This is an optimization exercise on Yosys and OpenROAD, whose aim is small area, not a production implementation.
Only simulation tests tie the RTL to the original design; equivalence was not proved.
No activity file was given, so power comes from the tool's default toggle rates.

==> flow/design.v (outline; a module is shown in full before it is edited, if it fits) <==
// module tetromino_offsets: 89 lines
// module tetromino_cell0: 41 lines
// module tetromino_rotate_datum: 162 lines
// module seven_permute: 119 lines
// module text_display: 120 lines
// module score_display: 85 lines
// module glyph_row: 161 lines
// module vga_sync: 82 lines
// module tetris_top: 1118 lines
module tetris_top(
    input clk,  
    input reset_n,  
    input [3:0] usr_btn,
    input [3:0] usr_sw,
    output [3:0] usr_led,
    output VGA_HSYNC, VGA_VSYNC,
    output [3:0] VGA_RED, VGA_GREEN, VGA_BLUE
);
  // ...
==> flow/run.sh <==
#!/bin/bash
# synth_recipe.tcl (not shown) runs the flow's synth.tcl, then flattens the netlist and writes it again
# the make line also repeats each setting of config.mk as NAME=value (left out here)
make -C /OpenROAD-flow-scripts/flow DESIGN_CONFIG=/design/flow/config.mk WORK_HOME=/design/flow/orfs CLKGATE_MAP_FILE= SYNTH_SCRIPT=/design/flow/synth_recipe.tcl finish
==> flow/config.mk <==
export PLATFORM = sky130hd
export DESIGN_NAME = tetris_top
export DESIGN_NICKNAME = tetris_top
export VERILOG_FILES = /design/flow/design.v
export SDC_FILE = /design/flow/constraint.sdc
export NUM_CORES = 4
export LEC_CHECK = 0
export ABC_AREA = 1
export CAP_MARGIN = 5
export CORE_MARGIN = 2
export CORE_UTILIZATION = 45
export CTS_BUF_LIST = sky130_fd_sc_hd__clkbuf_16
export CTS_CLUSTER_DIAMETER = 90
export CTS_CLUSTER_SIZE = 20
export PLACE_DENSITY = 0.6
export SLEW_MARGIN = 5
==> flow/constraint.sdc <==
create_clock -name core_clock -period 28.0 [get_ports {clk}]
set_input_delay 5.6000 -clock core_clock [delete_from_list [all_inputs] [get_ports {clk}]]
set_output_delay 5.6000 -clock core_clock [all_outputs]
set_load 0.01 [all_outputs]
==> key figures, run 1 <==
Cells and area
  • # clk buffers: 59
  • Area Growth Syn to Fin: 6.63%
  • Cell Count, Final, Fillers Out: 8034
  • Comb_multi_in: 4567
  • Non-clk buf share: 1.32%
  • Biggest register: board
  • Share of layout cells above drive strength 1: 3.85%
  • Non-clock buffer count: 91

Worst hold path
  • Hold Path End: ph_p$_DFF_P_
  • Hold_sp: ph_p$_DFF_P_

Synth
  • EDFF count, synth: 712
  • Area contributors post-synth: edfxtp_1 40%, nand2_1 12%, dfxtp_1 10%
  • Compound-gate portion of the synthesized area: 10.7%

Drt
  • Drt first pass iters: 6
  • Routed vias: 44800
  • Metal3 WL: 12.1 mm

Power
  • Combinational Power: 0.194 mW
  • Tot Pwr: 2.68 mW

Setup path
  • Worst r2r path cells: 46
  • Number of cells on the critical path: 46

Timing
  • Slew headroom: 19.7%
  • Setup WS post-layout: 6.50 ns

GRT
  • Met2 Resource Use GR: 45.0%
  • All-Layer GR Usage: 27.1%

Placed design
  • Placed cell count: 7906
  • Pre-CTS setup slack: 6.49 ns

Outcome
  • Run status: no timing/DRC/antenna violations

CTS
  • CTS buffer count: 58
  • Post-CTS resize count: 0
==> inputs of run 2 (changes only) <==
--- a/flow/config.mk
+++ b/flow/config.mk
@@ -5,7 +5,6 @@
 export SDC_FILE = /design/flow/constraint.sdc
 export NUM_CORES = 4
 export LEC_CHECK = 0
-export ABC_AREA = 1
 export CAP_MARGIN = 5
 export CORE_MARGIN = 2
 export CORE_UTILIZATION = 45
==> key figures, run 2 <==
Setup path
  • Crit path kind: reg2reg (unchanged)
  • Worst setup SP type: flip-flop (unchanged)
  • CP required: 28.59 ns (was 28.58 ns)
  • R2R setup slack: 6.25 ns (was 6.50 ns)
  • Worst r2r path cells: 15 (was 46)
  • CP Max Fanout: 28 (was 2)
  • WP data arrival: 22.34 ns (was 22.08 ns)
  • Critical Path Sink Type: flip-flop (unchanged)

Synth
  • Syn avg cell area: 9.89 sq um (was 8.25 sq um)
  • EDFF count, synth: 712 (unchanged)
  • Post-synthesis sequential area ratio: 49.1% (was 50.0%)
  • Yosys top cell area share: 39.2% (was 39.9%)
  • Synth Cell Area: 54500 sq um (was 53600 sq um)
  • Top-count cell post-synth: edfxtp_1 (was nand2_1)
  • Main synth FF type: edfxtp_1 (unchanged)
  • Synth top cells by count: 712 x edfxtp_1, 701 x nor2_1, 457 x nand2_1 (was 1698 x nand2_1, 811 x nor2_1, 712 x edfxtp_1)
  • Yosys top cell by area: edfxtp_1 (unchanged)
  • Cells after Synth: 5510 (was 6492)
  • Post-Syn Nets: 5740 (was 6722)
  • FF+latch count, synth: 981 (unchanged)
  • Yosys Warn Count: 15 (unchanged)
  • Post-synthesis async set-or-reset flop share: 0% (unchanged)
  • Area contributors post-synth: edfxtp_1 39%, dfxtp_1 9.9%, nor2_1 4.8% (was edfxtp_1 40%, nand2_1 12%, dfxtp_1 10%)
  • Post-synth cell types: 104 (was 69)

Floorplanning
  • Die W: 352 um (was 349 um)
  • Initial Util: 45.4% (about the same)
  • CORE AREA: 120000 sq um (was 118000 sq um)
  • Placement Rows: 127 (was 126)
  • Ports: 28 (unchanged)
  • Die area: 124000 sq um (was 122000 sq um)
  • Die H: 352 um (was 349 um)

Drt
  • Remaining DRCs: 0 (unchanged)
  • Routed vias: 45400 (was 44800)
  • Via density: 6.46 (was 5.58)
  • Routed length per placed instance: 26.5 um (was 20.8 um)
  • Routed Antenna Nets: 0 (unchanged)
  • Total Wirelength: 187 mm (was 167 mm)
  • Initial drt markers: 6309 (was 4626)
  • Drt first pass iters: 8 (was 6)

Timing
  • RSZ-0062 raised after global routing: no (unchanged)
  • TNS Setup: 0 ns (unchanged)
  • Slew headroom: -7.20% (was 19.7%)
  • Pins Over Slew Limit: 75 (was 0)
  • Final number of setup-violating endpoints: 0 (unchanged)
  • Final Hold Violating Endpoints: 0 (unchanged)
  • Slew @ Worst Pin: 1.61 ns (was 1.20 ns)
  • Clock Skew: 0.0688 ns (was 0.0844 ns)

CTS
  • Hold buffer count at cts: 0 (unchanged)
  • Post-CTS resize count: 0 (unchanged)
  • Post-CTS Repair Setup Buffers: 0 (unchanged)
  • Root buf cell: clkbuf_16 (unchanged)
  • CTS buffer count: 59 (was 58)
  • Worst-Skew Late Latency: 0.75 ns (was 0.74 ns)
  • CTS clk-pin slew, worst paths: 0.09 ns (about the same)
  • Max Root-Sink Buffers: 3 (unchanged)
  • CTS tree: yes (unchanged)
  • H-tree levels: 2 (unchanged)
  • CTS sink cnt: 981 (unchanged)

GRT
  • GRT overflow: 0 (unchanged)
  • Largest net degree at the start of global routing: 225 (was 186)
  • First-pass GRT wire length: 276 mm (was 255 mm)
  • Antenna violations before repair: 3 (was 0)
  • Vias in the first global route: 42200 (was 42400)
  • Grt peak-use layer: met2 (unchanged)
  • Met2 Resource Use GR: 45.7% (was 45.0%)
  • Met1 usage: 38.7% (was 36.7%)
  • All-Layer GR Usage: 29.1% (was 27.1%)
  • Grt met3 use: 5.34% (was 3.12%)

Power
  • Maximum vdd drop: 0.0000525 V (was 0.0000532 V)
  • PwrDens: 47.7 nW/um^2 (was 46.9 nW/um^2)
  • Leak Pwr: 19.8 nW (was 24.2 nW)

Worst hold path
  • Min-delay worst type: reg2reg (unchanged)
  • Hold Path Depth: 1 (unchanged)

Outcome
  • Run status: finished with violations (was no timing/DRC/antenna violations)
  • Violated checks: max-slew violations

Cells and area
  • Max FFs per register: 660 (unchanged)
  • Commonest non-fill, non-tap cell in the layout: edfxtp_1 (was nand2_1)
  • Top flop regs: board: 660 flops, queue_q: 39 flops (unchanged)
  • Final Net Count: 5633 (was 6694)
  • Biggest register: board (unchanged)
  • Most frequent cells in the layout: 712 x edfxtp_1, 698 x nor2_1, 451 x nand2_1, 371 x a21oi_1, 265 x dfxtp_1 (was 1693 x nand2_1, 808 x nor2_1, 738 x inv_1, 712 x edfxtp_1, 430 x nand3_1)
  • Final instance area: 58400 sq um (was 57100 sq um)
  • Share of layout cells above drive strength 1: 6.62% (was 3.85%)
  • Area Growth Syn to Fin: 7.19% (was 6.63%)

Run
  • Max cap viols: 0 (unchanged)

Placed design
  • Placer Congestion: 0.929 (was 0.971)
  • Port bufs: 25 (unchanged)
  • HPWL after DPL: 123 mm (was 111 mm)
  • Post-Place Cell Area: 56500 sq um (was 55200 sq um)
-- run 2: cell count changes in the layout (fill, tap and decap cells not counted), sizes merged, moves of 51 or more --
| cell | previous run | this run |
|---|---|---|
| nand2 | 1720 | 458 |
| inv | 775 | 242 |
| mux2 | 0 | 54 |
| xnor2 | 42 | 118 |
| mux2i | 1 | 131 |
| nor2 | 824 | 704 |
| nand3 | 432 | 154 |
| a22oi | 12 | 91 |
| o21ai | 428 | 251 |
| buf | 67 | 122 |
| nand2b | 0 | 53 |
| a211oi | 47 | 98 |
-- run 2: cells by family (layout without fill, tap and decap cells) --
logic type      Yosys count  count (layout)  synth area share, %
simple gates           1913            1913                 16.5
compound gates         1467            1467                 18.4
flops                   981             981                 49.1
buf+inv                 549             465                 3.99
fa+ha+maj               220             220                 5.22
xor+xnor                193             193                 3.19
mux                     187             187                 3.60
other cells               0               1                    0
-- run 2: power by group --
| group | switching (mW) | internal, mW |
|---|---|---|
| sequential | 0.0211 | 1.55 |
| clock | 0.537 | 0.434 |
| combinational | 0.162 | 0.0840 |
| total | 0.720 | 2.06 |
-- run 2: final cells by class --
type	instances	area [sq um]
inverter	200	756
antenna	1	2.50
fill	11100	61600
sequential	981	26800
clock inverter	59	453
timing repair buffer	146	1180
clock buffer	60	1500
multi-input combinational	3980	25700
tap	1612	2020
-- run 2: routing by layer --
metal  wire [um]  vias up  part of all wire [%]
met2       84000     2480                    45
met3       18600      518                   9.9
met1       73700    22000                    39
met4       10400        2                   5.6
met5          10        -                0.0054
li1            -    20400                     -
-- run 2: worst paths after layout --
| path | from | end |
|---|---|---|
| setup / recovery | test_state[2]$_DFF_N_ | rgb_reg[3]$_SDFFE_PN0P_ |
| hold / removal | cnt_frame[0]$_SDFF_PP0_ | cnt_frame[0]$_SDFF_PP0_ |
| setup reg to reg | test_state[2]$_DFF_N_ | rgb_reg[3]$_SDFFE_PN0P_ |
| hold reg to reg | cnt_frame[0]$_SDFF_PP0_ | cnt_frame[0]$_SDFF_PP0_ |
-- run 2: worst max-delay path, cell delays in order, from the launching register on --
cell	delay (ns)
dfxtp_1	0.49
nor3_4	0.92
a211o_1	0.86
a22oi_2	0.08
buf_4	0.31
nand2_1	0.73
o221ai_1	0.20
o31a_1	0.30
a2111oi_0	1.01
nand4_1	0.46
nor3_2	0.70
a31oi_1	0.20
nor3b_2	0.37
mux2_1	0.40
o2111a_1	0.28
o31a_1	0.27
-- run 2: metrics by stage --
step	setup slack [ns]	power [mW]	util, %	cells	hold slack (ns)
2_1_floorplan	7.41	1.77	-	5510	0.413
6_report	6.25	2.78	48.7	7039	0.455
3_5_place_dp	6.40	1.85	47.1	6920	0.437
3_3_place_gp	6.42	1.84	47.1	6920	0.427
4_1_cts	6.68	2.79	48.7	7038	0.450
5_1_grt	6.37	2.86	48.7	7038	0.478
==> module tetris_top, before the edit <==
module tetris_top(
    input clk,  
    input reset_n,  
    input [3:0] usr_btn,
    input [3:0] usr_sw,
    output [3:0] usr_led,
    output VGA_HSYNC, VGA_VSYNC,
    output [3:0] VGA_RED, VGA_GREEN, VGA_BLUE
);
parameter system_clk = 30_720;  
reg vga_clk;
always @(posedge clk) begin
    if (reset_n == 1'b0) vga_clk <= 1'b0;
    else vga_clk <= !vga_clk;
end
parameter WIDTH = 640;
parameter HEIGHT = 480;
wire vedio_on, pixel_tick;
wire [9:0] pixel_y;
wire [9:0] pixel_x;
reg [4:0] rgb_reg;
reg [4:0] rgb_next;
wire [20:0] rgb_oh = 21'd1 << rgb_reg;
wire [11:0] rgb_out;
assign rgb_out[0] = |(rgb_oh & 21'h03120c);
assign rgb_out[1] = |(rgb_oh & 21'h08510c);
assign rgb_out[2] = |(rgb_oh & 21'h02900c);
assign rgb_out[3] = |(rgb_oh & 21'h04108c);
assign rgb_out[4] = |(rgb_oh & 21'h031158);
assign rgb_out[5] = |(rgb_oh & 21'h007058);
assign rgb_out[6] = |(rgb_oh & 21'h029058);
assign rgb_out[7] = |(rgb_oh & 21'h04305a);
assign rgb_out[8] = |(rgb_oh & 21'h133932);
assign rgb_out[9] = |(rgb_oh & 21'h107432);
assign rgb_out[10] = |(rgb_oh & 21'h02b032);
assign rgb_out[11] = |(rgb_oh & 21'h0430b2);
assign {VGA_RED, VGA_GREEN, VGA_BLUE} = rgb_out;
vga_sync vga(.clk(clk), .ce(!vga_clk), .reset(~reset_n), .visible(vedio_on),
            .p_tick(pixel_tick), .pixel_x(pixel_x), .pixel_y(pixel_y),
            .oHS(VGA_HSYNC), .oVS(VGA_VSYNC));
wire [9:0] h = pixel_x;
wire [9:0] v = pixel_y;
wire [5:0] bw = h[9:4] - 6'd15;                         
wire [5:0] bh = 6'd25 - v[9:4] - (v[3:0] != 4'd0);      
wire btn_left, btn_right, btn_soft_drop, btn_rot;
reg sw_hold;
reg [1:0] sw_state;
assign btn_right = usr_btn[0];
assign btn_left = usr_btn[1];
assign btn_soft_drop = usr_btn[2];
assign btn_rot = usr_btn[3];
assign usr_led = ~usr_btn;
parameter BOARD_EMPTY = 0, BOARD_L = 1, BOARD_J = 2,
          BOARD_I     = 3, BOARD_O = 4, BOARD_Z = 5,
          BOARD_S     = 6, BOARD_T = 7;
parameter ROTATION_0 = 0, ROTATION_1 = 1,
          ROTATION_2 = 2, ROTATION_3 = 3;
parameter Handling_DAS = 10, Handling_ARR = 2,
          Handling_ARE = 6;
reg rn_neg;
always @(negedge clk) rn_neg <= reset_n;
reg [8:0] cnt_frame;  
always @(posedge clk) begin
    if (rn_neg == 1'b0) begin
        cnt_frame <= 0;
    end else if (cnt_frame == 9'd511) begin
        cnt_frame <= 0;
    end else begin
        cnt_frame <= cnt_frame + 1;
    end
end
wire clk_frame_pulse = rn_neg && cnt_frame == 9'd511;
reg [7:0] restart_cnt;  
reg prev_sw0;
reg sw0_toggled;
parameter S_INIT     = 0, S_MENU     = 1,
          S_GAMEPLAY = 2, S_GAMEOVER = 3;
parameter GAMEOVER_WAIT_TIME = 180;  
reg game_over;
reg [1:0] P_next_main;  
wire [1:0] P_main = rn_neg ? P_next_main : S_INIT;
always @(posedge clk) begin
    if (reset_n == 1'b0) begin
        prev_sw0 <= usr_sw[0];
        sw0_toggled <= 1'b0;
    end else if (clk_frame_pulse) begin
        if (prev_sw0 != usr_sw[0]) begin
            sw0_toggled <= 1'b1;
            prev_sw0 <= usr_sw[0];
        end else begin
            sw0_toggled <= 1'b0;
        end
    end
end
always @(posedge clk) begin
    if (reset_n == 1'b0) begin
        P_next_main <= S_INIT;
        restart_cnt <= 0;
    end else begin
        case (P_main)
            S_INIT: begin
                P_next_main <= S_MENU;
                restart_cnt <= 0;
            end
            S_MENU: begin
                if (sw0_toggled) begin
                    P_next_main <= S_GAMEPLAY;
                end else begin
                    P_next_main <= S_MENU;
                end
            end
            S_GAMEPLAY: begin
                if (game_over) begin
                    P_next_main <= S_GAMEOVER;
                    restart_cnt <= GAMEOVER_WAIT_TIME;
                end else begin
                    P_next_main <= S_GAMEPLAY;
                end
            end
            S_GAMEOVER: begin
                if (clk_frame_pulse && restart_cnt > 0) begin
                    restart_cnt <= restart_cnt - 1;
                end
                if (restart_cnt == 0) begin
                    P_next_main <= S_MENU;
                end else begin
                    P_next_main <= S_GAMEOVER;
                end
            end
        endcase
    end
end
reg [2:0] board[0:9][0:21];
reg [9:0] board22;
reg board_clr;
reg [2:0] piece;
reg block_write;
reg [3:0] block_x;
reg [5:0] block_y;
reg [2:0] block_data;
always @(posedge clk) begin
    if (block_write && block_x < 10 && block_y < 22) begin
        board[block_x][block_y] <= block_data;
    end
    if (block_write && block_x < 10 && block_y == 22) begin
        board22[block_x] <= (block_data == BOARD_I);
    end
end
always @(negedge clk) begin
    if (reset_n == 1'b0) board_clr <= 1'b1;
    else if (block_write && block_x == 9 && block_y == 22) board_clr <= 1'b0;
end
function [2:0] board_rd;
    input [3:0] x;
    input [5:0] y;
    input [5:0] nrows;
    integer i, j;
    reg [2:0] row_v;
    begin
        board_rd = BOARD_EMPTY;
        for (j = 0; j < 23; j = j + 1) begin
            row_v = BOARD_EMPTY;
            for (i = 0; i < 10; i = i + 1)
                if (j < 22)
                    row_v = row_v | (board[i][j] & {3{x == i}});
                else
                    row_v = row_v | ({1'b0, board22[i], board22[i]} & {3{x == i}});
            if (j < nrows)
                board_rd = board_rd | (row_v & {3{y == j}});
        end
        board_rd = board_rd & {3{!board_clr}};
    end
endfunction
reg test_start;  
reg test_busy;  
wire [2:0] test_piece;
assign test_piece = piece;
reg [3:0] test_x;  
reg [5:0] test_y;  
reg [1:0] test_rotation;
reg [2:0] test_state;
reg test_result;  
reg [3:0] test_x_off;
reg [5:0] test_y_off;
wire test_collide;
wire [2:0] port2_data;
assign test_collide = port2_data == BOARD_EMPTY;
wire signed [2:0] off_x0, off_y0, off_x1, off_y1, off_x2, off_y2;
tetromino_offsets offsets(piece, ph ? test_rotation : rotation,
                          off_x0, off_y0, off_x1, off_y1, off_x2, off_y2);
reg signed [2:0] off_x, off_y;
always @(*) begin
    if (ph ? test_state == 3'd3 : P_piece == S_PIECE_PLACE_2) begin
        off_x = off_x1; off_y = off_y1;
    end
    else if (ph ? test_state == 3'd4 : P_piece == S_PIECE_PLACE_3) begin
        off_x = off_x2; off_y = off_y2;
    end
    else begin
        off_x = off_x0; off_y = off_y0;
    end
end
wire [3:0] pos_x = (ph ? test_x : piece_x) + {off_x[2], off_x};
wire [5:0] pos_y = (ph ? test_y : piece_y) + {{3{off_y[2]}}, off_y};
always @(negedge clk) begin
    if (reset_n == 1'b0) begin
        test_state <= 0;  
        test_busy <= 1'b0;
        test_result <= 1'b1;
        test_x_off <= 0;
        test_y_off <= 0;
    end else if (test_start) begin
        test_state <= 1;
        test_busy <= 1'b1;
        test_result <= 1'b1;
    end
    if (reset_n == 1'b1) case (test_state)
        1: begin
            test_state <= 2;
            test_x_off <= test_x;
            test_y_off <= test_y;
            case (test_piece)
                BOARD_I: begin
                    case (test_rotation)  
                        ROTATION_0: test_result <= test_x < 1 || test_x > 7               || test_y > 39;
                        ROTATION_1: test_result <=               test_x > 9 || test_y < 2 || test_y > 39;
                        ROTATION_2: test_result <= test_x < 2 || test_x > 8               || test_y > 39;
                        ROTATION_3: test_result <=               test_x > 9 || test_y < 1 || test_y > 39;
                    endcase
                end
                BOARD_O: begin
                    case (test_rotation)
                        ROTATION_0: test_result <=               test_x > 8               || test_y > 39;
                        ROTATION_1: test_result <=               test_x > 8 || test_y < 1 || test_y > 39;
                        ROTATION_2: test_result <= test_x < 1 || test_x > 9 || test_y < 1 || test_y > 39;
                        ROTATION_3: test_result <= test_x < 1 || test_x > 9               || test_y > 39;
                    endcase
                end
                default: begin
                    case (test_rotation)
                        ROTATION_0: test_result <= test_x < 1 || test_x > 8               || test_y > 39;
                        ROTATION_1: test_result <=               test_x > 8 || test_y < 1 || test_y > 39;
                        ROTATION_2: test_result <= test_x < 1 || test_x > 8 || test_y < 1 || test_y > 39;
                        ROTATION_3: test_result <= test_x < 1 || test_x > 9 || test_y < 1 || test_y > 39;
                    endcase
                end
            endcase
        end
        2: begin
            test_state <= 3;
            test_result <= !test_result && test_collide;
            test_x_off <= pos_x;
            test_y_off <= pos_y;
        end
        3: begin
            test_state <= 4;
            test_result <= test_result && test_collide;
            test_x_off <= pos_x;
            test_y_off <= pos_y;
        end
        4: begin
            test_state <= 5;
            test_result <= test_result && test_collide;
            test_x_off <= pos_x;
            test_y_off <= pos_y;
        end
        5: begin
            test_state <= 0;
            test_busy <= 1'b0;  
            test_result <= test_result && test_collide;
        end
    endcase
end
reg [3:0] piece_x;
reg [5:0] piece_y;
reg top_out_detect;
always @(posedge clk) begin
    if (reset_n == 1'b0) top_out_detect <= 1'b0;
    else case (test_piece)
        BOARD_I: begin
            case (test_rotation)
                ROTATION_0: top_out_detect <= piece_y > 19;
                ROTATION_1: top_out_detect <= piece_y > 21;
                ROTATION_2: top_out_detect <= piece_y > 19;
                ROTATION_3: top_out_detect <= piece_y > 20;
            endcase
        end
        BOARD_O: begin
            case (test_rotation)
                ROTATION_0: top_out_detect <= piece_y > 19;
                ROTATION_1: top_out_detect <= piece_y > 20;
                ROTATION_2: top_out_detect <= piece_y > 20;
                ROTATION_3: top_out_detect <= piece_y > 19;
            endcase
        end
        default: begin
            case (test_rotation)
                ROTATION_0: top_out_detect <= piece_y > 19;
                ROTATION_1: top_out_detect <= piece_y > 20;
                ROTATION_2: top_out_detect <= piece_y > 20;
                ROTATION_3: top_out_detect <= piece_y > 20;
            endcase
        end
    endcase
end
reg [2:0] score_d4;
reg [3:0] score_d3, score_d2, score_d1, score_d0;
reg score_added;
wire score_nz = |{score_d4, score_d3, score_d2, score_d1, score_d0};
reg [3:0] add_k;
reg [4:0] add_t2;
reg add_c2, add_c3, add_wrap;
reg [3:0] add_n2, add_n3, add_t3;
reg [2:0] add_t4;
reg [4:0] sub_t0, sub_t1, sub_t2;
reg [2:0] new_d4;
reg [3:0] new_d3, new_d2, new_d1, new_d0;
always @(*) begin
    case (line_cleared)
        1: add_k = 4'd1;
        2: add_k = 4'd3;
        3: add_k = 4'd5;
        default: add_k = 4'd8;
    endcase
    add_t2 = score_d2 + add_k;
    add_c2 = add_t2 > 9;
    add_n2 = add_c2 ? add_t2 - 10 : add_t2;
    add_t3 = score_d3 + add_c2;
    add_c3 = add_t3 > 9;
    add_n3 = add_c3 ? 4'd0 : add_t3;
    add_t4 = score_d4 + add_c3;
    add_wrap = add_t4 == 6 && (add_n3 > 5 || add_n3 == 5 && (add_n2 > 5 || add_n2 == 5 &&
               (score_d1 > 3 || score_d1 == 3 && score_d0 >= 6)));
    sub_t0 = {1'b0, score_d0} - 5'd6;
    sub_t1 = {1'b0, score_d1} - 5'd3 - sub_t0[4];
    sub_t2 = {1'b0, add_n2} - 5'd5 - sub_t1[4];
    if (add_wrap) begin
        new_d4 = 3'd0;
        new_d3 = 4'd0;
        new_d2 = sub_t2[4] ? sub_t2[3:0] + 4'd10 : sub_t2[3:0];
        new_d1 = sub_t1[4] ? sub_t1[3:0] + 4'd10 : sub_t1[3:0];
        new_d0 = sub_t0[4] ? sub_t0[3:0] + 4'd10 : sub_t0[3:0];
    end else begin
        new_d4 = add_t4;
        new_d3 = add_n3;
        new_d2 = add_n2;
        new_d1 = score_d1;
        new_d0 = score_d0;
    end
end
always @(posedge clk) begin
    if (reset_n == 1'b0) begin
        {score_d4, score_d3, score_d2, score_d1, score_d0} <= 0;
        score_added <= 0;
    end
    else if (P_next_main != S_GAMEPLAY || P_piece == S_PIECE_COUNTDOWN) begin
        score_added <= 0;
        if (P_main == S_INIT || P_main == S_MENU) begin
            {score_d4, score_d3, score_d2, score_d1, score_d0} <= 0;
        end
    end
    else if (P_main == S_GAMEPLAY && game_over && score_nz) begin
    end
    else if (P_piece == S_PIECE_LINE_CLEAR_GRAVITY_WIPE && line_cleared > 0 && !score_added) begin
        if (line_cleared <= 4)
            {score_d4, score_d3, score_d2, score_d1, score_d0} <= {new_d4, new_d3, new_d2, new_d1, new_d0};
        score_added <= 1;
    end
    else if (P_piece != S_PIECE_LINE_CLEAR_GRAVITY_WIPE) begin
        score_added <= 0;
    end
end
parameter ACTION_NONE = 0;
parameter ACTION_MOVE_L = 1;
parameter ACTION_MOVE_R = 2;
parameter ACTION_ROT_CW = 3;
parameter ACTION_HARD_DROP = 6;
reg [2:0] action;
reg [1:0] rotation;
reg DAS_active;
reg [4:0] DAS_cnt;
reg [3:0] ARE_cnt;
reg [2:0] hold_piece;
reg hold_able;
reg btn_rot_debounce;  
reg line_full;
reg line_empty;
reg [3:0] line_x;
reg [5:0] line_y_scan;
reg [5:0] line_y_write;
wire [3:0] line_scan;
wire line_scan_is_empty;
assign line_scan = {1'b0, line_rd};
assign line_scan_is_empty = (line_scan == BOARD_EMPTY);
reg [2:0] line_cleared;
parameter GRAVITY_FRAMES = 14;
reg [3:0] gravity_cnt;
reg gravity_trig;
parameter LOCK_FRAMES = 30;
parameter MOVE_RESET_LIMIT = 15;
reg [4:0] lock_cnt;
reg [3:0] move_reset;
reg on_ground;
reg on_ground_trig_test;  
reg permute_latch;
reg [2:0] queue_cnt;
wire [2:0] permute_in;
wire [2:0] permute_out;
assign permute_in = queue_cnt;
seven_permute UUT(clk, reset_n, permute_latch, permute_in, permute_out);
integer kdx;
reg [2:0] queue_q[0:12];  
reg [3:0] queue_length_q;
reg [2:0] queue[0:12];    
reg [3:0] queue_length;   
reg [2:0] queue_data;
reg queue_pop;
reg queue_add;
reg queue_clear;
always @(*) begin
    for (kdx = 0; kdx < 13; kdx = kdx + 1) begin
        queue[kdx] = queue_q[kdx];
    end
    queue_length = queue_length_q;
    if (rn_neg == 1'b0) begin
        queue_length = 0;
        for (kdx = 0; kdx < 13; kdx = kdx + 1) begin
            queue[kdx] = BOARD_EMPTY;
        end
    end else if (queue_clear) begin
        queue_length = 0;
    end else if (queue_pop) begin
        for (kdx = 0; kdx < 12; kdx = kdx + 1) begin
            queue[kdx] = queue_q[kdx + 1];
        end
        queue[12] = BOARD_EMPTY;
        queue_length = queue_length_q - 1;
    end else if (queue_add) begin
        for (kdx = 0; kdx < 13; kdx = kdx + 1) begin
            if (queue_length_q == kdx) queue[kdx] = queue_data;
        end
        queue_length = queue_length_q + 1;
    end
end
always @(posedge clk) begin
    for (kdx = 0; kdx < 13; kdx = kdx + 1) begin
        queue_q[kdx] <= queue[kdx];
    end
    queue_length_q <= queue_length;
end
reg ghost_calc;
reg [5:0] ghost_piece_y;
reg [2:0] datum_index;
wire [3:0] datum_x;
wire [5:0] datum_y;
tetromino_rotate_datum kick(piece, rotation, datum_index, datum_x, datum_y);
wire [3:0] tx_sum = piece_x + ((P_test == 3'd1) ? datum_x : (action == ACTION_MOVE_L) ? 4'hF : 4'h1);
wire [5:0] ty_sum = ((P_test == 3'd5 || P_test == 3'd7) ? test_y : piece_y) +
                    ((P_test == 3'd1) ? datum_y : 6'h3F);
wire [5:0] ty_inc = test_y + 6'd1;
parameter S_PIECE_COUNTDOWN       = 0, S_PIECE_BOARD_CLEARUP   = 1,
          S_PIECE_PREPARE_QUEUE_0 = 2, S_PIECE_PREPARE_QUEUE_1 = 3,
          S_PIECE_PREPARE_QUEUE_2 = 4, S_PIECE_SETUP           = 5,
          S_PIECE_SPAWN_DETECT    = 6, S_PIECE_DROP            = 7;
parameter S_PIECE_PLACE   =  8, S_PIECE_PLACE_0 =  9, S_PIECE_PLACE_1 = 10,
          S_PIECE_PLACE_2 = 11, S_PIECE_PLACE_3 = 12;
parameter S_PIECE_LINE_CLEAR_GRAVITY = 13;
parameter S_PIECE_LINE_CLEAR_GRAVITY_WIPE = 14;
parameter S_PIECE_ARE = 15;
wire [3:0] P_piece;
reg [3:0] P_next_piece;
reg ph_p, ph_n;
always @(posedge clk) ph_p <= !ph_p;
always @(negedge clk) ph_n <= ph_p;
wire ph = ph_p ^ ph_n;
wire [3:0] rd_x = !ph ? bw[3:0] : (test_state != 0) ? test_x_off : line_x;
wire [5:0] rd_y = !ph ? bh : (test_state != 0) ? test_y_off : line_y_scan;
assign port2_data = board_rd(rd_x, rd_y, 6'd23);
reg [2:0] line_rd;
always @(negedge clk) begin
    if (block_write && block_x < 10 && block_y < 23 && block_x == line_x && block_y == line_y_scan)
        line_rd <= !reset_n ? BOARD_EMPTY : (block_y < 22) ? block_data : {1'b0, {2{block_data == BOARD_I}}};
    else
        line_rd <= !reset_n ? BOARD_EMPTY : port2_data;
end
wire [2:0] P_test;
reg [2:0] P_next_test;
reg [2:0] nP_next_test;
assign P_piece = rn_neg ? P_next_piece : S_PIECE_COUNTDOWN;
assign P_test = rn_neg ? P_next_test : 3'd0;
always @(posedge clk) begin
    if (reset_n == 1'b0) begin
        P_next_piece <= S_PIECE_COUNTDOWN;
        P_next_test <= 0;
        nP_next_test <= 0;
        game_over <= 1'b0;
        DAS_cnt <= 0;
        DAS_active <= 1'b0;
        hold_piece <= BOARD_EMPTY;
        hold_able <= 1'b0;
        queue_pop <= 1'b0;
        queue_add <= 1'b0;
        queue_cnt <= 0;
        queue_clear <= 1'b0;
        queue_data <= 0;
        permute_latch <= 1'b0;
        line_x <= 0;
        line_y_write <= 0;
        line_y_scan <= 0;
        line_empty <= 1'b0;
        line_full <= 1'b0;
        line_cleared <= 0;
        sw_state <= 0;
        sw_hold <= 1'b0;
        block_x <= 0;
        block_y <= 0;
        block_data <= 0;
        block_write <= 1'b0;
        piece <= BOARD_EMPTY;
        piece_x <= 0;
        piece_y <= 0;
        test_x <= 0;
        test_y <= 0;
        rotation <= 0;
        test_rotation <= 0;
        btn_rot_debounce <= 1'b0;
        ARE_cnt <= 0;
        gravity_cnt <= 0;
        gravity_trig <= 1'b0;
        test_start <= 1'b0;
        lock_cnt <= 0;
        move_reset <= 0;
        action <= ACTION_NONE;
        on_ground <= 1'b0;
        on_ground_trig_test <= 1'b0;
        ghost_calc <= 1'b0;
        ghost_piece_y <= 0;
        datum_index <= 0;
    end
    else if (P_next_main != S_GAMEPLAY) begin
        P_next_piece <= S_PIECE_COUNTDOWN;
        game_over <= 1'b0;
    end
    else begin
        case (P_piece)
            S_PIECE_COUNTDOWN: begin
                P_next_piece <= S_PIECE_BOARD_CLEARUP;
                DAS_cnt <= 0;
                hold_piece <= BOARD_EMPTY;
                hold_able <= 1'b1;
                game_over <= 1'b0;
                queue_pop <= 1'b0;
                queue_add <= 1'b0;
                queue_cnt <= 0;
                queue_clear <= 1'b1;
                line_x <= 0;
                line_y_write <= 0;
                sw_state <= {2{usr_sw[3]}};
                sw_hold <= 0;
            end
            S_PIECE_BOARD_CLEARUP: begin
                block_x <= line_x;
                block_y <= line_y_write;
                block_data <= BOARD_EMPTY;
                if (line_y_write == 40) begin
                    block_write <= 1'b0;
                    P_next_piece <= S_PIECE_PREPARE_QUEUE_0;
                end
                else begin
                    block_write <= 1'b1;
                end
                if (line_x == 9) begin
                    line_x <= 0;
                    line_y_write <= line_y_write + 1;
                end
                else begin
                    line_x <= line_x + 1;
                end
            end
            S_PIECE_PREPARE_QUEUE_0: begin
                queue_clear <= 1'b0;
                if (queue_length < 7) begin
                    P_next_piece <= S_PIECE_PREPARE_QUEUE_1;
                end
                else begin
                    P_next_piece <= S_PIECE_SETUP;
                end
                queue_add <= 1'b0;
                queue_cnt <= 6;
                permute_latch <= 1'b1;
            end
            S_PIECE_PREPARE_QUEUE_1: begin
                permute_latch <= 1'b0;
                queue_data <= permute_out;
                queue_cnt <= queue_cnt - 1;
                queue_add <= 1'b1;
                if (queue_cnt == 0) begin
                    P_next_piece <= S_PIECE_PREPARE_QUEUE_2;
                end
            end
            S_PIECE_PREPARE_QUEUE_2: begin
                queue_add <= 1'b0;
                P_next_piece <= S_PIECE_SETUP;
            end
            S_PIECE_SETUP: begin
                if (hold_able || piece == BOARD_EMPTY) begin
                    piece <= queue[0];
                    queue_pop <= 1'b1;
                end
                piece_x <= 4;
                piece_y <= 21;
                test_x <= 4;
                test_y <= 21;
                if (btn_rot) begin
                    rotation <= ROTATION_1;
                    test_rotation <= ROTATION_1;
                    btn_rot_debounce <= 1'b1;  
                end
                else begin
                    rotation <= ROTATION_0;
                    test_rotation <= ROTATION_0;
                end
                P_next_piece <= S_PIECE_SPAWN_DETECT;
                ARE_cnt <= Handling_ARE;
                gravity_cnt <= 0;
                test_start <= 1'b1;
                lock_cnt <= 0;
                move_reset <= 0;
            end
            S_PIECE_SPAWN_DETECT: begin
                queue_pop <= 1'b0;
                test_start <= 1'b0;
                if (!test_busy) begin
                    if (test_result) begin
                        P_next_piece <= S_PIECE_DROP;
                    end
                    else begin
                        game_over <= 1'b1;
                    end
                end
            end
            S_PIECE_DROP: begin
                if (clk_frame_pulse) begin
                    if (btn_left ^ btn_right) begin
                        DAS_active <= 1'b1;
                        if (!DAS_active) begin  
                            DAS_cnt <= Handling_DAS;
                        end
                        else if (DAS_cnt == 0) begin
                            DAS_cnt <= Handling_ARR;
                        end
                        else begin
                            DAS_cnt <= DAS_cnt - 1;
                        end
                    end
                    else begin
                        DAS_active <= 1'b0;
                    end
                    if (gravity_cnt >= GRAVITY_FRAMES - 1 || btn_soft_drop && gravity_cnt >= GRAVITY_FRAMES / 6 - 1) begin
                        gravity_cnt <= 0;
                        gravity_trig <= 1'b1;
                    end
                    else begin
                        gravity_cnt <= gravity_cnt + 1;
                    end
                    if (btn_left && !btn_right) begin
                        if (!DAS_active || DAS_cnt == 0) begin
                            action <= ACTION_MOVE_L;
                        end
                    end
                    else if (!btn_left && btn_right) begin
                        if (!DAS_active || DAS_cnt == 0) begin
                            action <= ACTION_MOVE_R;
                        end
                    end
                    if (!btn_rot_debounce && btn_rot) begin
                        action <= ACTION_ROT_CW;
                    end
                    btn_rot_debounce <= btn_rot;
                    P_next_test <= 0;
                    if (on_ground) begin
                        lock_cnt <= lock_cnt + 1;
                    end
                    if (lock_cnt == 30 - 1 || move_reset == 15) begin
                        action <= ACTION_HARD_DROP;
                    end
                    on_ground_trig_test <= 1'b1;  
                    ghost_calc <= 1'b1;
                    sw_state <= {sw_state[0], usr_sw[3]};
                    if (^sw_state && hold_able) begin
                        piece <= hold_piece;
                        hold_piece <= piece;
                        hold_able <= 0;
                        P_next_piece <= S_PIECE_SETUP;
                    end
                end
                else begin
                    case (P_test)
                        0: begin  
                            if (action == ACTION_MOVE_L || action == ACTION_MOVE_R) begin
                                if (action == ACTION_MOVE_L) begin
                                    test_x <= tx_sum;
                                end
                                else begin
                                    test_x <= tx_sum;
                                end
                                test_y <= piece_y;
                                test_rotation <= rotation;
                                P_next_test <= 1;
                                nP_next_test <= 3;
                            end
                            else if (action == ACTION_ROT_CW ) begin
                                test_rotation <= rotation + 1;
                                P_next_test <= 1;
                                nP_next_test <= 2;
                                datum_index <= 0;
                            end
                            else if (action == ACTION_HARD_DROP) begin
                                test_x <= piece_x;
                                test_y <= ty_sum;
                                test_rotation <= rotation;
                                action <= ACTION_NONE;
                                P_next_test <= 1;
                                nP_next_test <= 5;
                            end
                            else if (gravity_trig) begin
                                gravity_trig <= 1'b0;
                                test_x <= piece_x;
                                test_y <= ty_sum;
                                test_rotation <= rotation;
                                P_next_test <= 1;
                                nP_next_test <= 4;
                            end
                            else if (on_ground_trig_test) begin
                                on_ground_trig_test <= 1'b0;
                                test_x <= piece_x;
                                test_y <= ty_sum;
                                test_rotation <= rotation;
                                P_next_test <= 1;
                                nP_next_test <= 6;
                            end
                            else if (ghost_calc) begin
                                ghost_calc <= 1'b0;
                                test_x <= piece_x;
                                test_y <= piece_y;
                                test_rotation <= rotation;
                                P_next_test <= 1;
                                nP_next_test <= 7;
                            end
                            else begin
                                P_next_test <= 0;
                                nP_next_test <= 0;
                            end
                            test_start <= 1'b0;
                        end
                        1: begin  
                            test_start <= 1'b1;
                            P_next_test <= nP_next_test;
                            if (nP_next_test == 2) begin
                                test_x <= tx_sum;
                                test_y <= ty_sum;
                            end
                        end
                        2: begin  
                            test_start <= 1'b0;
                            if (!test_busy) begin
                                if (test_result) begin
                                    P_next_test <= 4;
                                end
                                else if (datum_index == 4) begin
                                    P_next_test <= 0;
                                    action <= ACTION_NONE;
                                end
                                else begin
                                    datum_index <= datum_index + 1;
                                    P_next_test <= 1;
                                    nP_next_test <= 2;
                                end
                            end
                        end
                        3: begin  
                            test_start <= 1'b0;
                            if (!test_busy) begin
                                P_next_test <= 4;
                            end
                        end
                        4: begin  
                            if (!test_busy) begin
                                P_next_test <= 0;
                                action <= ACTION_NONE;
                                if (test_result) begin
                                    piece_x <= test_x;
                                    piece_y <= test_y;
                                    rotation <= test_rotation;
                                    if (lock_cnt != 0) begin
                                        lock_cnt <= 0;
                                        move_reset <= move_reset + 1;
                                    end
                                end
                            end
                        end
                        5: begin  
                            test_start <= 1'b0;
                            if (!test_busy) begin
                                if (test_result) begin
                                    test_y <= ty_sum;
                                    test_start <= 1'b1;
                                end
                                else begin
                                    piece_y <= ty_inc;
                                    P_next_test <= 0;
                                    P_next_piece <= S_PIECE_PLACE;
                                end
                            end
                        end
                        6: begin  
                            if (!test_busy) begin
                                P_next_test <= 0;
                                on_ground <= !test_result;
                            end
                        end
                        7: begin  
                            test_start <= 1'b0;
                            if (!test_busy) begin
                                if (test_result) begin
                                    test_y <= ty_sum;
                                    test_start <= 1'b1;
                                end
                                else begin
                                    ghost_piece_y <= ty_inc;
                                    P_next_test <= 0;
                                end
                            end
                        end
                    endcase
                end
            end
            S_PIECE_PLACE: begin
                block_data <= piece;
                block_write <= 1'b0;
                P_next_piece <= S_PIECE_PLACE_0;
            end
            S_PIECE_PLACE_0: begin
                block_x <= piece_x;
                block_y <= piece_y;
                block_write <= 1'b1;
                P_next_piece <= S_PIECE_PLACE_1;
            end
            S_PIECE_PLACE_1: begin
                block_x <= pos_x;
                block_y <= pos_y;
                P_next_piece <= S_PIECE_PLACE_2;
            end
            S_PIECE_PLACE_2: begin
                block_x <= pos_x;
                block_y <= pos_y;
                P_next_piece <= S_PIECE_PLACE_3;
            end
            S_PIECE_PLACE_3: begin
                block_x <= pos_x;
                block_y <= pos_y;
                P_next_piece <= S_PIECE_LINE_CLEAR_GRAVITY;
                line_x <= 0;
                line_y_scan <= 0;
                line_y_write <= 0;
                line_empty <= 1'b1;
                line_full <= 1'b1;
                if (top_out_detect) begin
                    game_over <= 1'b1;
                end
            end
            S_PIECE_LINE_CLEAR_GRAVITY: begin
                block_x <= line_x;
                block_y <= line_y_write;
                block_data <= line_scan;
                if (line_x == 9) begin
                    line_x <= 0;
                    if (line_empty && line_scan_is_empty) begin
                        line_cleared <= line_y_scan - line_y_write;
                        P_next_piece <= S_PIECE_LINE_CLEAR_GRAVITY_WIPE;
                    end
                    if (!(line_full && !line_scan_is_empty)) begin
                        line_y_write <= line_y_write + 1;
                    end
                    line_y_scan <= line_y_scan + 1;
                    line_empty <= 1'b1;
                    line_full <= 1'b1;
                end
                else begin
                    line_x <= line_x + 1;
                    line_empty <= line_empty && line_scan_is_empty;
                    line_full <= line_full && !line_scan_is_empty;
                end
            end
            S_PIECE_LINE_CLEAR_GRAVITY_WIPE: begin
                block_x <= line_x;
                block_y <= line_y_write;
                block_data <= BOARD_EMPTY;
                if (line_y_write == line_y_scan) begin
                    P_next_piece <= S_PIECE_ARE;
                end
                if (line_x == 9) begin
                    line_x <= 0;
                    line_y_write <= line_y_write + 1;
                end
                else begin
                    line_x <= line_x + 1;
                end
            end
            S_PIECE_ARE: begin
                block_write <= 1'b0;
                hold_able <= 1'b1;
                if (clk_frame_pulse) begin
                    ARE_cnt <= ARE_cnt - 1;
                    if (ARE_cnt == 0) begin
                        P_next_piece <= S_PIECE_PREPARE_QUEUE_0;
                    end
                end
            end
        endcase
    end
end
    parameter CENTER_W = WIDTH / 2;
    parameter CENTER_H = HEIGHT / 2;
    parameter BLOCK_SIZE = 16;
    parameter LINE_WIDTH = 4;
    parameter LEFT_BOUND  = CENTER_W - BLOCK_SIZE * 5;   
    parameter RIGHT_BOUND = CENTER_W + BLOCK_SIZE * 5;   
    parameter TOP_BOUND   = CENTER_H - BLOCK_SIZE * 10;  
    parameter BOTTOM_BOUND= CENTER_H + BLOCK_SIZE * 10;  
    parameter HOLD_W_START = LEFT_BOUND - BLOCK_SIZE * 5 - 10;
    parameter HOLD_W_END   = LEFT_BOUND - 10;
    parameter HOLD_H_START = TOP_BOUND;
    parameter HOLD_H_END   = TOP_BOUND + BLOCK_SIZE * 5;  
    parameter SCORE_W_START = RIGHT_BOUND + 10;
    parameter SCORE_W_END   = RIGHT_BOUND + BLOCK_SIZE * 5 + 10;
    parameter SCORE_H_END   = BOTTOM_BOUND;
    parameter SCORE_H_START = BOTTOM_BOUND - BLOCK_SIZE * 4;  
    parameter NEXT_W_START = RIGHT_BOUND + 10;
    parameter NEXT_W_END   = RIGHT_BOUND + BLOCK_SIZE * 5 + 10;
    parameter NEXT_H_START = TOP_BOUND;
    parameter NEXT_H_END   = SCORE_H_START - 10;
    wire [3:0] pdx = bw[3:0] - piece_x;
    wire [5:0] pdy = bh - piece_y;
    wire [5:0] gdy = bh - ghost_piece_y;
    function cell_match;
        input [3:0] dx;
        input [5:0] dy;
        begin
            cell_match = (dx == 4'd0 && dy == 6'd0) ||
                         (dx == {off_x0[2], off_x0} && dy == {{3{off_y0[2]}}, off_y0}) ||
                         (dx == {off_x1[2], off_x1} && dy == {{3{off_y1[2]}}, off_y1}) ||
                         (dx == {off_x2[2], off_x2} && dy == {{3{off_y2[2]}}, off_y2});
        end
    endfunction
    wire piece_cell = cell_match(pdx, pdy);
    wire ghost_cell = cell_match(pdx, gdy);
    wire index_is_piece = piece_cell && (P_piece == S_PIECE_DROP);
    wire ghost_piece_render = ghost_cell && (P_piece == S_PIECE_DROP);
    wire render_fwd = block_write && block_x < 10 && block_y < 23 && block_x == bw[3:0] && block_y == bh && !board_clr;
    wire [2:0] index_item = render_fwd ? ((block_y < 22) ? block_data : {1'b0, {2{block_data == BOARD_I}}}) : port2_data;
    wire [9:0] hn = 10'd240 - h;
    wire [5:0] hj = hn[9:4];
    wire hold_col = hj >= 1 && hj <= 4;
    wire [1:0] hold_cx = 3'd4 - hj[2:0];
    wire hold_row = bh == 17 || bh == 18;
    wire hold_cell;
    tetromino_cell0 cell_hold(hold_piece, hold_cx, bh == 18, hold_cell);
    wire hold_piece_render = hold_col && hold_row && hold_cell && hold_piece != BOARD_EMPTY;
    reg [2:0] q_slot_piece;
    reg q_row, q_cy;
    always @(*) begin
        q_row = 1'b1;
        q_cy = 1'b0;
        q_slot_piece = queue[0];
        case (bh)
            6'd17: q_slot_piece = queue[0];
            6'd18: begin q_slot_piece = queue[0]; q_cy = 1'b1; end
            6'd14: q_slot_piece = queue[1];
            6'd15: begin q_slot_piece = queue[1]; q_cy = 1'b1; end
            6'd11: q_slot_piece = queue[2];
            6'd12: begin q_slot_piece = queue[2]; q_cy = 1'b1; end
            6'd8:  q_slot_piece = queue[3];
            6'd9:  begin q_slot_piece = queue[3]; q_cy = 1'b1; end
            6'd5:  q_slot_piece = queue[4];
            6'd6:  begin q_slot_piece = queue[4]; q_cy = 1'b1; end
            default: q_row = 1'b0;
        endcase
    end
    wire q_col = bw >= 11 && bw <= 14;
    wire [5:0] q_cx6 = bw - 6'd11;
    wire q_cell;
    tetromino_cell0 cell_queue(q_slot_piece, q_cx6[1:0], q_cy, q_cell);
    wire queue_piece_render_all = q_col && q_row && q_cell;
    wire go_screen = (P_main == S_GAMEOVER);
    wire text_valid, digit_valid;
    wire [4:0] text_code, digit_code;
    wire [2:0] text_py, text_px, digit_py, digit_px;
    text_display text(.clk(clk), .ce(!vga_clk), .reset(~reset_n), .p_tick(pixel_tick),
        .pixel_x(h), .pixel_y(v), .go(go_screen),
        .valid(text_valid), .code(text_code), .py(text_py), .px(text_px));
    score_display digits(.clk(clk), .ce(!vga_clk), .reset(~reset_n), .p_tick(pixel_tick),
        .pixel_x(h), .pixel_y(v), .go(go_screen),
        .digits({score_d4, score_d3, score_d2, score_d1, score_d0}),
        .valid(digit_valid), .code(digit_code), .py(digit_py), .px(digit_px));
    wire glyph_on;
    glyph_row glyph(text_valid ? text_code : digit_code, text_valid ? text_py : digit_py,
                    text_valid ? text_px : digit_px, glyph_on);
    wire text_lit = text_valid && glyph_on;
    wire digit_lit = digit_valid && !text_valid && glyph_on;
    wire grid_line = (h[3:0] == 0) || (v[3:0] == 0);
    wire [4:0] diag = h[4:0] + v[4:0];
    wire stripe = diag[4];
    function [4:0] piece_color;
        input [2:0] p;
        input [4:0] dflt;
        begin
            piece_color = (p != BOARD_EMPTY) ? {2'b00, p} : dflt;
        end
    endfunction
    always@(posedge clk) begin
        if (reset_n == 1'b0) rgb_reg <= 5'd0;
        else if(pixel_tick) rgb_reg <= rgb_next;
    end
    always @(*) begin
        if (vedio_on) begin
            if (P_main == S_MENU) begin
                if (text_lit) rgb_next = 5'd4;
                else if (stripe) rgb_next = 5'd8;
                else rgb_next = 5'd9;
            end
            else if (P_main == S_GAMEOVER) begin
                if (text_lit) rgb_next = 5'd5;
                else if (digit_lit) rgb_next = 5'd4;
                else if (stripe) rgb_next = 5'd10;
                else rgb_next = 5'd11;
            end
            else begin
            if (((h >= LEFT_BOUND - LINE_WIDTH && h < LEFT_BOUND) ||
                (h >= RIGHT_BOUND && h < RIGHT_BOUND + LINE_WIDTH)) &&
                (v >= TOP_BOUND - LINE_WIDTH && v < BOTTOM_BOUND + LINE_WIDTH) ||
                ((v >= TOP_BOUND - LINE_WIDTH && v < TOP_BOUND) ||
                (v >= BOTTOM_BOUND && v < BOTTOM_BOUND + LINE_WIDTH)) &&
                (h >= LEFT_BOUND - LINE_WIDTH && h < RIGHT_BOUND + LINE_WIDTH) ) begin
                rgb_next = 5'd3;
            end
            else if(((h >= HOLD_W_START - LINE_WIDTH && h < HOLD_W_START) ||
                    (h >= HOLD_W_END && h < HOLD_W_END + LINE_WIDTH)) &&
                    (v >= HOLD_H_START && v < HOLD_H_END) ||
                    ((v >= HOLD_H_START - LINE_WIDTH && v < HOLD_H_START) ||
                    (v >= HOLD_H_END && v < HOLD_H_END + LINE_WIDTH)) &&
                    (h >= HOLD_W_START && h < HOLD_W_END) ) begin
                rgb_next = 5'd12;
            end
            else if(((h >= NEXT_W_START - LINE_WIDTH && h < NEXT_W_START) ||
                    (h >= NEXT_W_END && h < NEXT_W_END + LINE_WIDTH)) &&
                    (v >= NEXT_H_START && v < NEXT_H_END) ||
                    ((v >= NEXT_H_START - LINE_WIDTH && v < NEXT_H_START) ||
                    (v >= NEXT_H_END && v < NEXT_H_END + LINE_WIDTH)) &&
                    (h >= NEXT_W_START && h < NEXT_W_END) ) begin
                rgb_next = 5'd12;
            end
            else if(((h >= SCORE_W_START - LINE_WIDTH && h < SCORE_W_START) ||
                    (h >= SCORE_W_END && h < SCORE_W_END + LINE_WIDTH)) &&
                    (v >= SCORE_H_START && v < SCORE_H_END) ||
                    ((v >= SCORE_H_START - LINE_WIDTH && v < SCORE_H_START) ||
                    (v >= SCORE_H_END && v < SCORE_H_END + LINE_WIDTH)) &&
                    (h >= SCORE_W_START && h < SCORE_W_END) ) begin
                rgb_next = 5'd13;
            end
            else if (hold_piece_render && !hold_able) begin
                if (grid_line) rgb_next = 5'd14;
                else rgb_next = 5'd15;
            end
            else if (hold_piece_render || queue_piece_render_all) begin
                if (grid_line) rgb_next = 5'd16;
                else rgb_next = piece_color(hold_piece_render ? hold_piece : q_slot_piece, 5'd17);
            end
            else if(h >= LEFT_BOUND && h < RIGHT_BOUND &&
                    v >= TOP_BOUND && v < BOTTOM_BOUND) begin
                if (index_is_piece || (bh <= 19 && index_item != BOARD_EMPTY)) begin
                    if (grid_line) rgb_next = 5'd14;
                    else if (index_is_piece) rgb_next = piece_color(piece, 5'd12);
                    else rgb_next = piece_color(index_item, 5'd18);
                end
                else if (ghost_piece_render) begin
                    if (grid_line) rgb_next = 5'd0;
                    else rgb_next = 5'd15;
                end
                else begin
                    if (grid_line) rgb_next = 5'd14;
                    else rgb_next = 5'd0;
                end
            end
            else if(h >= HOLD_W_START && h < HOLD_W_END &&
                    v >= HOLD_H_START && v < HOLD_H_END) begin
                rgb_next = 5'd19;
            end
            else if(h >= NEXT_W_START && h < NEXT_W_END &&
                    v >= NEXT_H_START && v < NEXT_H_END) begin
                rgb_next = 5'd19;
            end
            else if(h >= SCORE_W_START && h < SCORE_W_END &&
                    v >= SCORE_H_START && v < SCORE_H_END) begin
                if (digit_lit) rgb_next = 5'd4;
                else rgb_next = 5'd20;
            end
            else begin
                if (stripe) rgb_next = 5'd8;
                else rgb_next = 5'd9;
            end
            end
        end
        else begin
            rgb_next = 5'd0;  
        end
    end
endmodule
==> inputs of run 3 (changes only) <==
--- a/flow/design.v
+++ b/flow/design.v
@@ -1336,7 +1336,7 @@
 wire [3:0] P_piece;
 reg [3:0] P_next_piece;
 reg ph_p, ph_n;
-always @(posedge clk) ph_p <= !ph_p;
+always @(posedge clk) ph_p <= reset_n ? !ph_p : 1'b0;
 always @(negedge clk) ph_n <= ph_p;
 wire ph = ph_p ^ ph_n;
 wire [3:0] rd_x = !ph ? bw[3:0] : (test_state != 0) ? test_x_off : line_x;
--- a/flow/config.mk
+++ b/flow/config.mk
@@ -5,11 +5,12 @@
 export SDC_FILE = /design/flow/constraint.sdc
 export NUM_CORES = 4
 export LEC_CHECK = 0
-export CAP_MARGIN = 5
+export ABC_AREA = 1
+export CAP_MARGIN = 10
 export CORE_MARGIN = 2
 export CORE_UTILIZATION = 45
 export CTS_BUF_LIST = sky130_fd_sc_hd__clkbuf_16
 export CTS_CLUSTER_DIAMETER = 90
 export CTS_CLUSTER_SIZE = 20
 export PLACE_DENSITY = 0.6
-export SLEW_MARGIN = 5
+export SLEW_MARGIN = 10
==> key figures, run 3 <==
Power
  • Leak Pwr: 23.0 nW (was 19.8 nW)
  • Maximum vdd drop: 0.0000489 V (was 0.0000525 V)
  • Tot Pwr: 3.01 mW (was 2.78 mW)
  • PwrDens: 52.2 nW/um^2 (was 47.7 nW/um^2)

Setup path
  • Worst Path Buf+Inv: 7 (was 1)
  • Critical Path Sink Type: flip-flop (unchanged)
  • RR Endpoint: queue_data[0]$_SDFFE_PN0P_ (was rgb_reg[3]$_SDFFE_PN0P_)
  • R2r startpoint: UUT.rand7_latch[2]$_SDFFE_NN0P_ (was test_state[2]$_DFF_N_)
  • Worst setup SP type: flip-flop (unchanged)
  • R2R setup slack: 6.41 ns (was 6.25 ns)
  • CP delay by family, top: adder cells (was compound AO/OA/AOI/OAI gates)
  • Critical-path cell with the highest stage delay: nor2_1 (was a2111oi_0)
  • Number of cells on the critical path: 46 (was 15)
  • Crit path kind: reg2reg (unchanged)
  • Slowest stage delay, CP: 0.34 ns (was 1.01 ns)
  • Worst r2r path cells: 46 (was 15)
  • WP data arrival: 22.16 ns (was 22.34 ns)
  • Most frequent CP cell: ha_1 (was o31a_1)
  • CP required: 28.57 ns (was 28.59 ns)
  • CP Max Fanout: 2 (was 28)

Floorplanning
  • Die H: 350 um (was 352 um)
  • Initial Util: 45.2% (was 45.4%)
  • Die area: 123000 sq um (was 124000 sq um)
  • Die W: 350 um (was 352 um)
  • Placement Rows: 127 (unchanged)
  • CORE AREA: 119000 sq um (was 120000 sq um)
  • Ports: 28 (unchanged)

Timing
  • Slew @ Worst Pin: 1.19 ns (was 1.61 ns)
  • Final Hold Violating Endpoints: 0 (unchanged)
  • Final number of setup-violating endpoints: 0 (unchanged)
  • Final hold slack: 0.443 ns (was 0.455 ns)
  • Clock Skew: 0.0632 ns (was 0.0688 ns)
  • TNS Setup: 0 ns (unchanged)
  • Pins Over Slew Limit: 0 (was 75)
  • Slew headroom: 20.9% (was -7.20%)
  • RSZ-0062 raised after global routing: no (unchanged)

Cells and area
  • N_diodes: 0 (was 1)
  • Most frequent cells in the layout: 1646 x nand2_1, 830 x nor2_1, 754 x inv_1, 712 x edfxtp_1, 481 x nand3_1 (was 712 x edfxtp_1, 698 x nor2_1, 451 x nand2_1, 371 x a21oi_1, 265 x dfxtp_1)
  • Top flop regs: board: 660 flops, queue_q: 39 flops (unchanged)
  • Fillers: 11600 (was 11100)
  • Biggest register: board (unchanged)
  • Final Net Count: 6745 (was 5633)
  • Area Growth Syn to Fin: 6.98% (was 7.19%)
  • Share of layout cells above drive strength 1: 4.20% (was 6.62%)
  • Max FFs per register: 660 (unchanged)
  • Core Util, Final: 48.3% (was 48.7%)
  • Commonest non-fill, non-tap cell in the layout: nand2_1 (was edfxtp_1)

GRT
  • Antenna violations before repair: 0 (was 3)
  • First-pass GRT wire length: 256 mm (was 276 mm)
  • Largest net degree at the start of global routing: 102 (was 225)
  • Vias in the first global route: 42700 (was 42200)
  • GRT overflow: 0 (unchanged)
  • All-Layer GR Usage: 27.1% (was 29.1%)

Synth
  • Top-count cell post-synth: nand2_1 (was edfxtp_1)
  • Main synth FF type: edfxtp_1 (unchanged)
  • Synth top cells by count: 1651 x nand2_1, 831 x nor2_1, 712 x edfxtp_1 (was 712 x edfxtp_1, 701 x nor2_1, 457 x nand2_1)
  • Post-synthesis async set-or-reset flop share: 0% (unchanged)
  • Yosys top cell area share: 39.6% (was 39.2%)
  • FF+latch count, synth: 981 (unchanged)
  • Post-synth cell types: 75 (was 104)
  • Yosys top cell by area: edfxtp_1 (unchanged)
  • Area contributors post-synth: edfxtp_1 40%, nand2_1 11%, dfxtp_1 10% (was edfxtp_1 39%, dfxtp_1 9.9%, nor2_1 4.8%)
  • EDFF count, synth: 712 (unchanged)
  • Post-synthesis sequential area ratio: 49.6% (was 49.1%)
  • Post-Syn Nets: 6770 (was 5740)
  • Syn avg cell area: 8.25 sq um (was 9.89 sq um)
  • Cells after Synth: 6540 (was 5510)
  • Yosys Warn Count: 15 (unchanged)
  • Synth Cell Area: 53900 sq um (was 54500 sq um)

Drt
  • Remaining DRCs: 0 (unchanged)
  • Routed length per placed instance: 20.6 um (was 26.5 um)
  • Total Wirelength: 168 mm (was 187 mm)
  • Drt first pass iters: 8 (unchanged)
  • Routed vias: 45100 (was 45400)
  • Initial drt markers: 4492 (was 6309)
  • Routed Antenna Nets: 0 (unchanged)
  • Via density: 5.53 (was 6.46)

Placed design
  • HPWL after DPL: 113 mm (was 123 mm)
  • Placer Congestion: 0.948 (was 0.929)
  • Port bufs: 25 (unchanged)

CTS
  • Max Root-Sink Buffers: 3 (unchanged)
  • CTS clk-pin slew, worst paths: 0.10 ns (was 0.09 ns)
  • Worst-Skew Late Latency: 0.75 ns (about the same)
  • CTS tree: yes (unchanged)
  • CTS buffer count: 60 (was 59)
  • Post-CTS resize count: 0 (unchanged)
  • Post-CTS Repair Setup Buffers: 0 (unchanged)
  • CTS sink cnt: 981 (unchanged)
  • Hold buffer count at cts: 0 (unchanged)
  • H-tree levels: 2 (unchanged)
  • Root buf cell: clkbuf_16 (unchanged)

Outcome
  • Run status: no timing/DRC/antenna violations (was finished with violations)

Worst hold path
  • Hold Path Depth: 2 (was 1)
  • Hold Path End: UUT.rand7[2]$_SDFF_PN0_ (was cnt_frame[0]$_SDFF_PP0_)
  • Min-delay worst type: reg2reg (unchanged)
  • Hold_sp: UUT.rand7[1]$_SDFF_PN0_ (was cnt_frame[0]$_SDFF_PP0_)

Run
  • Max cap viols: 0 (unchanged)
[run 3: cell count changes after synthesis, moves of 50 or more]
cell | before | now
a22oi_1 | 91 | 16
clkbuf_1 | 240 | 110
inv_1 | 195 | 705
mux2_2 | 53 | 0
mux2i_1 | 131 | 3
nand2_1 | 457 | 1651
nand2b_1 | 53 | 0
nand3_1 | 154 | 481
nor2_1 | 701 | 831
nor2b_1 | 50 | 0
o21ai_0 | 243 | 382
xnor2_1 | 116 | 39
[run 3: worst max path at each step]
stage,startpoint,endpoint
3_3_place_gp,UUT.rand7_latch[2]$_SDFFE_NN0P_,queue_data[0]$_SDFFE_PN0P_
2_1_floorplan,UUT.rand7_latch[2]$_SDFFE_NN0P_,queue_data[0]$_SDFFE_PN0P_
6_report,UUT.rand7_latch[2]$_SDFFE_NN0P_,queue_data[0]$_SDFFE_PN0P_
3_5_place_dp,UUT.rand7_latch[2]$_SDFFE_NN0P_,queue_data[0]$_SDFFE_PN0P_
5_1_grt,UUT.rand7_latch[2]$_SDFFE_NN0P_,queue_data[0]$_SDFFE_PN0P_
4_1_cts,UUT.rand7_latch[2]$_SDFFE_NN0P_,queue_data[0]$_SDFFE_PN0P_
[run 3: cell type report]
| type | count | area, sq um | share of cell area, % |
|---|---|---|---|
| multi-input combinational | 4601 | 23400 | 40.5 |
| timing repair buffer | 91 | 743 | 1.29 |
| inverter | 745 | 2800 | 4.85 |
| sequential | 981 | 26800 | 46.4 |
| clock inverter | 71 | 479 | 0.831 |
| tap | 1612 | 2020 | 3.50 |
| clock buffer | 61 | 1530 | 2.65 |
[run 3: report_power, final]
group	leakage, nW	total (mW)	switching, mW	internal, mW
Clock	1.15	0.970	0.539	0.431
Sequential	7.83	1.56	0.0125	1.55
Combinational	14.0	0.483	0.349	0.134
[run 3: kinds of logic after synthesis]
logic type      synth area share [%]
xor+xnor                        1.98
simple gates                    25.2
flops                           49.6
buf+inv                         7.11
compound gates                  10.7
fa+ha+maj                       5.27
mux                           0.0557
[run 3: worst min-delay path, cell delays in order, from the launching register on]
cell	delay, ns
dfxtp_1	0.32
nand2_1	0.06
inv_1	0.03
[run 3: routing by layer]
| metal | vias up | track usage (%) | share of wire [%] |
|---|---|---|---|
| li1 | 21800 | - | - |
| met1 | 21400 | 36.1 | 43 |
| met2 | 1596 | 45.6 | 47 |
| met3 | 305 | 2.79 | 6.5 |
| met4 | 0 | 9.69 | 3.8 |
| met5 | - | 0 | 0 |
[run 3: metrics by stage]
step / cells / cell area [sq um] / setup WS, ns
after floorplan: 6540 / 53900 / 7.51
after global placement: 8031 / 55700 / 6.52
after detailed placement: 8031 / 55700 / 6.39
after CTS: 8162 / 57700 / 6.38
after global routing: 8162 / 57700 / 5.90
final: 8162 / 57700 / 6.41
==> inputs of run 4 (changes only) <==
--- a/flow/config.mk
+++ b/flow/config.mk
@@ -6,11 +6,12 @@
 export NUM_CORES = 4
 export LEC_CHECK = 0
 export ABC_AREA = 1
-export CAP_MARGIN = 10
+export CAP_MARGIN = 20
 export CORE_MARGIN = 2
 export CORE_UTILIZATION = 45
 export CTS_BUF_LIST = sky130_fd_sc_hd__clkbuf_16
 export CTS_CLUSTER_DIAMETER = 90
 export CTS_CLUSTER_SIZE = 20
+export GPL_TIMING_DRIVEN = 0
 export PLACE_DENSITY = 0.6
-export SLEW_MARGIN = 10
+export SLEW_MARGIN = 20
==> key figures, run 4 <==
Setup path
  • Most frequent CP cell: clkbuf_1 (was ha_1)
  • WP data arrival: 8.71 ns (was 22.16 ns)
  • CP required: 14.58 ns (was 28.57 ns)
  • Critical Path Sink Type: flip-flop (unchanged)
  • CP Max Fanout: 10 (was 2)
  • Crit path cell chain: clkdlybuf4s50_1 > inv_1 > clkbuf_1 > clkbuf_1 > nor2_1

Placed design
  • Placer Congestion: 1.03 (was 0.948)
  • Placed cell count: 8189 (was 8031)
  • HPWL after DPL: 149 mm (was 113 mm)

Drt
  • Routed length per placed instance: 25.2 um (was 20.6 um)
  • Remaining DRCs: 0 (unchanged)
  • Via density: 5.76 (was 5.53)
  • Routed Antenna Nets: 0 (unchanged)
  • Total Wirelength: 210 mm (was 168 mm)

Power
  • Maximum vdd drop: 0.0000589 V (was 0.0000489 V)
  • Pint: 2.08 mW (was 2.11 mW)
  • Leak Pwr: 23.4 nW (was 23.0 nW)
  • Clock power frac: 30.3% (was 32.2%)

Synth
  • Yosys Warn Count: 15 (unchanged)
  • Yosys top cell by area: edfxtp_1 (unchanged)
  • Area contributors post-synth: edfxtp_1 40%, nand2_1 11%, dfxtp_1 10% (unchanged)
  • Post-synthesis async set-or-reset flop share: 0% (unchanged)
  • Synth top cells by count: 1651 x nand2_1, 831 x nor2_1, 712 x edfxtp_1 (unchanged)
  • Post-Syn Nets: 6770 (unchanged)
  • Yosys top cell area share: 39.6% (unchanged)
  • Post-synthesis sequential area ratio: 49.6% (unchanged)
  • FF+latch count, synth: 981 (unchanged)
  • Synth Cell Area: 53900 sq um (unchanged)

Cells and area
  • Commonest non-fill, non-tap cell in the layout: nand2_1 (unchanged)
  • Biggest register: board (unchanged)
  • Most frequent cells in the layout: 1651 x nand2_1, 831 x nor2_1, 754 x inv_1, 712 x edfxtp_1, 481 x nand3_1 (was 1646 x nand2_1, 830 x nor2_1, 754 x inv_1, 712 x edfxtp_1, 481 x nand3_1)
  • Top flop regs: board: 660 flops, queue_q: 39 flops (unchanged)
  • Area Growth Syn to Fin: 8.28% (was 6.98%)

GRT
  • Vias in the first global route: 44200 (was 42700)
  • First-pass GRT wire length: 299 mm (was 256 mm)

Floorplanning
  • Die area: 123000 sq um (unchanged)
  • CORE AREA: 119000 sq um (unchanged)
  • Placement Rows: 127 (unchanged)
  • Initial Util: 45.2% (unchanged)
  • Die W: 350 um (unchanged)

Worst hold path
  • Min-delay worst type: reg2reg (unchanged)

Timing
  • Slew headroom: 8.95% (was 20.9%)
  • Slew @ Worst Pin: 1.37 ns (was 1.19 ns)
  • RSZ-0062 raised after global routing: no (unchanged)
  • Final number of setup-violating endpoints: 0 (unchanged)

Run
  • Max cap viols: 0 (unchanged)

CTS
  • CTS clk-pin slew, worst paths: 0.09 ns (was 0.10 ns)
  • Post-CTS Repair Setup Buffers: 0 (unchanged)

Outcome
  • Run status: no timing/DRC/antenna violations (unchanged)
run 4: cell count changes in the layout (fill, tap and decap cells not counted), sizes merged, moves of 3 or more:
cell and delta:
buf +49, inv -6, clkinv +7, clkbuf +108
diode +3
run 4: routing by layer:
| layer | vias up | global-route usage [%] | share of wire, % |
|---|---|---|---|
| met5 | - | 0 | 0.019 |
| met4 | 6 | 20.4 | 7.2 |
| met3 | 643 | 6.54 | 9.7 |
| met2 | 2585 | 53.9 | 45 |
| met1 | 22600 | 41.6 | 38 |
| li1 | 22100 | - | - |
run 4: power groups by stage:
stage / logic [mW] / registers [mW] / clock network [mW]
global placement: 0.562 / 1.59 / 0.00785
finish: 0.591 / 1.55 / 0.932
global route: 0.617 / 1.56 / 0.983
detailed placement: 0.563 / 1.59 / 0.00785
CTS: 0.565 / 1.55 / 0.930
floorplan: 0.323 / 1.58 / 0.00785
run 4: per-stage QoR:
| stage | hold WS [ns] | setup slack, ns | cell area, sq um |
|---|---|---|---|
| after floorplan | 0.413 | 7.51 | 53900 |
| after global placement | 0.421 | 5.19 | 56200 |
| after detailed placement | 0.431 | 5.19 | 56500 |
| after CTS | 0.441 | 5.94 | 58400 |
| after global routing | 0.469 | 5.57 | 58400 |
| final | 0.438 | 5.87 | 58400 |
run 4: final timing paths:
| kind | from | end | slack [ns] | depth (start not counted) |
|---|---|---|---|---|
| max | reset_n | test_y_off[1]$_DFF_N_ | 5.87 | 5 |
| min | UUT.rand7[1]$_SDFF_PN0_ | UUT.rand7[2]$_SDFF_PN0_ | 0.44 | 2 |
| max reg2reg | UUT.rand7_latch[1]$_SDFFE_NN0P_ | queue_data[0]$_SDFFE_PN0P_ | 6.36 | 46 |
| min reg2reg | UUT.rand7[1]$_SDFF_PN0_ | UUT.rand7[2]$_SDFF_PN0_ | 0.44 | 2 |
run 4: layout make-up:
type,count,area (sq um)
repair buffers,40,559
well taps,1612,2020
fillers,11800,60900
plain buffers,212,1070
inverters,745,2800
multi-input cells,4601,23300
clock inverters,70,380
clock buffers,58,1450
diodes,3,7.51
flip-flops and latches,981,26800
run 4: kinds of logic (layout without fill, tap and decap cells):
family	Yosys count	count (layout)	synth area share, %
flip-flops	981	981	49.6
multiplexers	3	3	0.0557
AO/OA/AOI/OAI	1010	1010	10.7
AND/OR/NAND/NOR	3247	3247	25.2
adder cells (fa/ha/maj)	220	220	5.27
XOR/XNOR	121	121	1.98
other	0	3	0
buffers and inverters	958	1125	7.11
run 4: worst max-delay path, delay by kind of cell:
kind                   cells  cell delay (ns)
buffers and inverters      4             2.99
AND/OR/NAND/NOR            1             0.10
